From an optimization exercise on the open Yosys and OpenROAD flow, aimed at small area; shortcuts taken in it are not production practice.
Where RTL was checked, it was by simulation tests only, not by an equivalence proof against the original.
Power figures rest on the tool's default switching activity, not on a simulated workload.

## pps_synch
module pps_synch(
	input		clk,
	input		rst,
	input	[2:0]	pps,
	input	[2:0]	pps_sel,
	input		sysref,
	input	[31:0]	load_secs,
	input	[31:0]	load_ns,
	input	[7:0]	load_subns,
	input	[5:0]	ns_per_clk,
	input	[7:0]	subns_per_clk,
	input	[31:0]	delay_ns,
	input	[3:0]	mode,
	input	[2:0]	sanity_mode,
	input	[15:0]	lockout_ns,
	input	[31:0]	rollover_thresh_ns,
	input	[1:0]	capture_mode,
	output	[31:0]	captured_secs,
	output	[31:0]	captured_ns,
	output	[7:0]	captured_subns,
	output		captured,
	output	[31:0]	secs,
	output	[31:0]	ns,
	output	[7:0]	subns,
	output		running,
	output  [63:0]  timestamp_us,
	output          timestamp_valid
);
	reg        started;
	reg [2:0]  mode_r;
	reg [1:0]  capture_mode_r;
	reg [2:0]  sanity_mode_r;
	reg [13:0] step_r;
	reg        resync;
	reg        delay_nz_r;     
	reg        delay_ge_r;     
	reg        lock_lt_r;      
	reg        thr_ge_r;       
	reg [31:0] secs_r;
  ...
Size in the first run: ~3400 cells after synthesis.
clock: 5.0 ns
lec_check: 0
cap_margin: 20
core_margin: 2
core_utilization: 40
setup_slack_margin: 0.08
slew_margin: 20
standard.sh (not shown) runs the stock make flow with config.mk's settings and CLKGATE_MAP_FILE= SYNTH_SCRIPT=/design/flow/synth_recipe.tcl, a recipe that flattens the netlist after the stock synthesis.
==> flow/flow/run.sh <==
#!/bin/bash
export BUFFER_PORTS_ARGS="-buffer_cell sky130_fd_sc_hd__buf_1"
export CTS_ARGS="-sink_clustering_enable -repair_clock_nets -dont_use_dummy_load -buf_list {sky130_fd_sc_hd__clkbuf_4} -root_buf sky130_fd_sc_hd__clkbuf_8"
bash standard.sh > standard.log 2>&1
The baseline completed without violations.
Rerun with:
==> flow/flow/run.sh (replaced) <==
#!/bin/bash
export BUFFER_PORTS_ARGS="-buffer_cell sky130_fd_sc_hd__buf_1"
export CTS_ARGS="-sink_clustering_enable -repair_clock_nets -dont_use_dummy_load -buf_list {sky130_fd_sc_hd__clkbuf_4 sky130_fd_sc_hd__clkbuf_8} -root_buf sky130_fd_sc_hd__clkbuf_8"
bash standard.sh > standard.log 2>&1
What happened: Design area came out higher by 0.40%. Synthesized cell count is unchanged. Via count drops by 1.3%. Clock skew went down by 0.028 ns. Core utilization rose by 0.19 points. Global-route usage fell by 0.21 points. Routed wire length is about the same. Worst hold slack gains 0.023 ns.
No functional check of the RTL was part of any run of this note.


pps_synch, a different RTL version from the one above (not shown whole).
Size in the first run: roughly 3400 cells after synthesis, about 400 I/O pins, about 36000 um^2 of cells after synthesis.
export LEC_CHECK = 0
export CAP_MARGIN = 0
export CORE_MARGIN = 2
export CORE_UTILIZATION = 65
export SLEW_MARGIN = 0
create_clock -name core_clock -period 5.0 [get_ports {clk}]
==> flow/flow/run.sh <==
#!/bin/bash
export BUFFER_PORTS_ARGS="-buffer_cell sky130_fd_sc_hd__buf_1"
export CTS_ARGS="-sink_clustering_enable -repair_clock_nets -dont_use_dummy_load -buf_list {sky130_fd_sc_hd__clkbuf_16} -root_buf sky130_fd_sc_hd__clkbuf_16 -sink_clustering_size 28 -sink_clustering_max_diameter 90"
bash standard.sh > standard.log 2>&1
==> next run, changes <==
==> flow/flow/run.sh (replaced) <==
#!/bin/bash
export BUFFER_PORTS_ARGS="-buffer_cell sky130_fd_sc_hd__buf_1"
export CTS_ARGS="-sink_clustering_enable -repair_clock_nets -dont_use_dummy_load -buf_list {sky130_fd_sc_hd__clkbuf_8} -root_buf sky130_fd_sc_hd__clkbuf_8 -sink_clustering_size 16 -sink_clustering_max_diameter 70"
bash standard.sh > standard.log 2>&1
Combinational power barely changes.
Cell area is about the same.
Routed wire length hardly moves.
Die area stays the same.
Non-clock buffer count is lower by 1.


Another version of the RTL of pps_synch (not shown whole).
For scale: roughly 3,400 cells after synthesis, about 400 I/O pins, ~36,000 um2 of cells after synthesis.
clock: 5.0 ns
lec_check: 0
cap_margin: 0
core_margin: 2
core_utilization: 65
slew_margin: 0
==> flow/flow/run.sh <==
#!/bin/bash
export BUFFER_PORTS_ARGS="-buffer_cell sky130_fd_sc_hd__buf_1"
export CTS_ARGS="-sink_clustering_enable -repair_clock_nets -dont_use_dummy_load -buf_list {sky130_fd_sc_hd__clkbuf_8} -root_buf sky130_fd_sc_hd__clkbuf_8 -sink_clustering_size 16 -sink_clustering_max_diameter 70"
bash standard.sh > standard.log 2>&1
The starting point ran to the end with no violations.
==> next run, changes <==
==> flow/flow/run.sh (replaced) <==
#!/bin/bash
export BUFFER_PORTS_ARGS="-buffer_cell sky130_fd_sc_hd__buf_1"
export CTS_ARGS="-sink_clustering_enable -repair_clock_nets -dont_use_dummy_load -buf_list {sky130_fd_sc_hd__clkbuf_8} -root_buf sky130_fd_sc_hd__clkbuf_8 -sink_clustering_size 18 -sink_clustering_max_diameter 70"
bash standard.sh > standard.log 2>&1
--- a/flow/config.mk
+++ b/flow/config.mk
@@ -6,6 +6,6 @@
 export NUM_CORES = 4
 export LEC_CHECK = 0
-export CAP_MARGIN = 0
+export CAP_MARGIN = 20
 export CORE_MARGIN = 2
-export CORE_UTILIZATION = 65
-export SLEW_MARGIN = 0
+export CORE_UTILIZATION = 60
+export SLEW_MARGIN = 20
=> Worst hold slack is worse by 0.0083 ns; clock skew went down by 0.030 ns; sequential power hardly moves; setup slack is worse by 0.028 ns; total power is about the same; critical path depth came out lower by 5; synthesized area stays the same; maximum frequency went down slightly.
==> next run, changes <==
==> flow/flow/run.sh (replaced) <==
#!/bin/bash
export BUFFER_PORTS_ARGS="-buffer_cell sky130_fd_sc_hd__buf_1"
bash standard.sh > standard.log 2>&1
--- a/flow/config.mk
+++ b/flow/config.mk
@@ -8,4 +8,4 @@
 export CAP_MARGIN = 20
 export CORE_MARGIN = 2
-export CORE_UTILIZATION = 60
+export CORE_UTILIZATION = 40
 export SLEW_MARGIN = 20
Fmax increases by 0.52%. Setup slack gains 0.025 ns. Clock skew decreases by 0.034 ns. Die area increases by about 50%.
==> next run, changes <==
==> flow/flow/run.sh (replaced) <==
#!/bin/bash
export BUFFER_PORTS_ARGS="-buffer_cell sky130_fd_sc_hd__buf_1"
export CTS_ARGS="-sink_clustering_enable -repair_clock_nets -dont_use_dummy_load -buf_list {sky130_fd_sc_hd__clkbuf_8} -root_buf sky130_fd_sc_hd__clkbuf_8 -sink_clustering_size 14 -sink_clustering_max_diameter 60"
bash standard.sh > standard.log 2>&1
--- a/flow/config.mk
+++ b/flow/config.mk
@@ -8,4 +8,4 @@
 export CAP_MARGIN = 20
 export CORE_MARGIN = 2
-export CORE_UTILIZATION = 40
+export CORE_UTILIZATION = 55
 export SLEW_MARGIN = 20
Total power falls by roughly a tenth.
Clock skew is higher by 0.071 ns.
Wire length is about the same.
Via count rises by a few percent.
Clock-buffer cell count fell by 31.
Setup slack barely changes.
Clock power decreases by well over a third.
Cell area decreases by a few percent.
Synthesized cell count does not change.
Area after synthesis is unchanged.

==> afterwards: timing with drivers on the ports <==
The results above use ideal ports. As a check the final layouts listed here were re-extracted and re-timed, cells and wires unchanged. Step 1, drivers: a clkbuf_16 drives clk and a buf_2 each remaining input, both assumed. Step 2 adds t to the input delays and takes it off the output delays; t is the mean of the earliest and latest rising clock arrival at the registers after step 1. Input paths then give back, and output paths get back, about the clock's delay inside the block. Three values: ideal ports, drivers, drivers and shift; two values: the first two.
run	shift t [ns]	slack for setup (ns)	worst setup path at the end
the first run of note 1	0.829	0.185 / 0.185 / 0.185	register to register
the second run of note 1	0.762	0.220 / 0.220 / 0.220	register to register
the first run of note 2	0.635	0.256 / 0.256 / 0.256	register to register
the second run of note 2	0.704	0.134 / 0.134 / 0.134	register to register
the first run of note 3	0.707	0.152 / 0.152 / 0.152	register to register
the second run of note 3	0.697	0.124 / 0.124 / 0.124	register to register
the third run of note 3	0.683	0.149 / 0.149 / 0.149	register to register
the fourth run of note 3	0.723	0.148 / 0.148 / 0.148	register to register
After both steps every run listed still meets setup and hold.
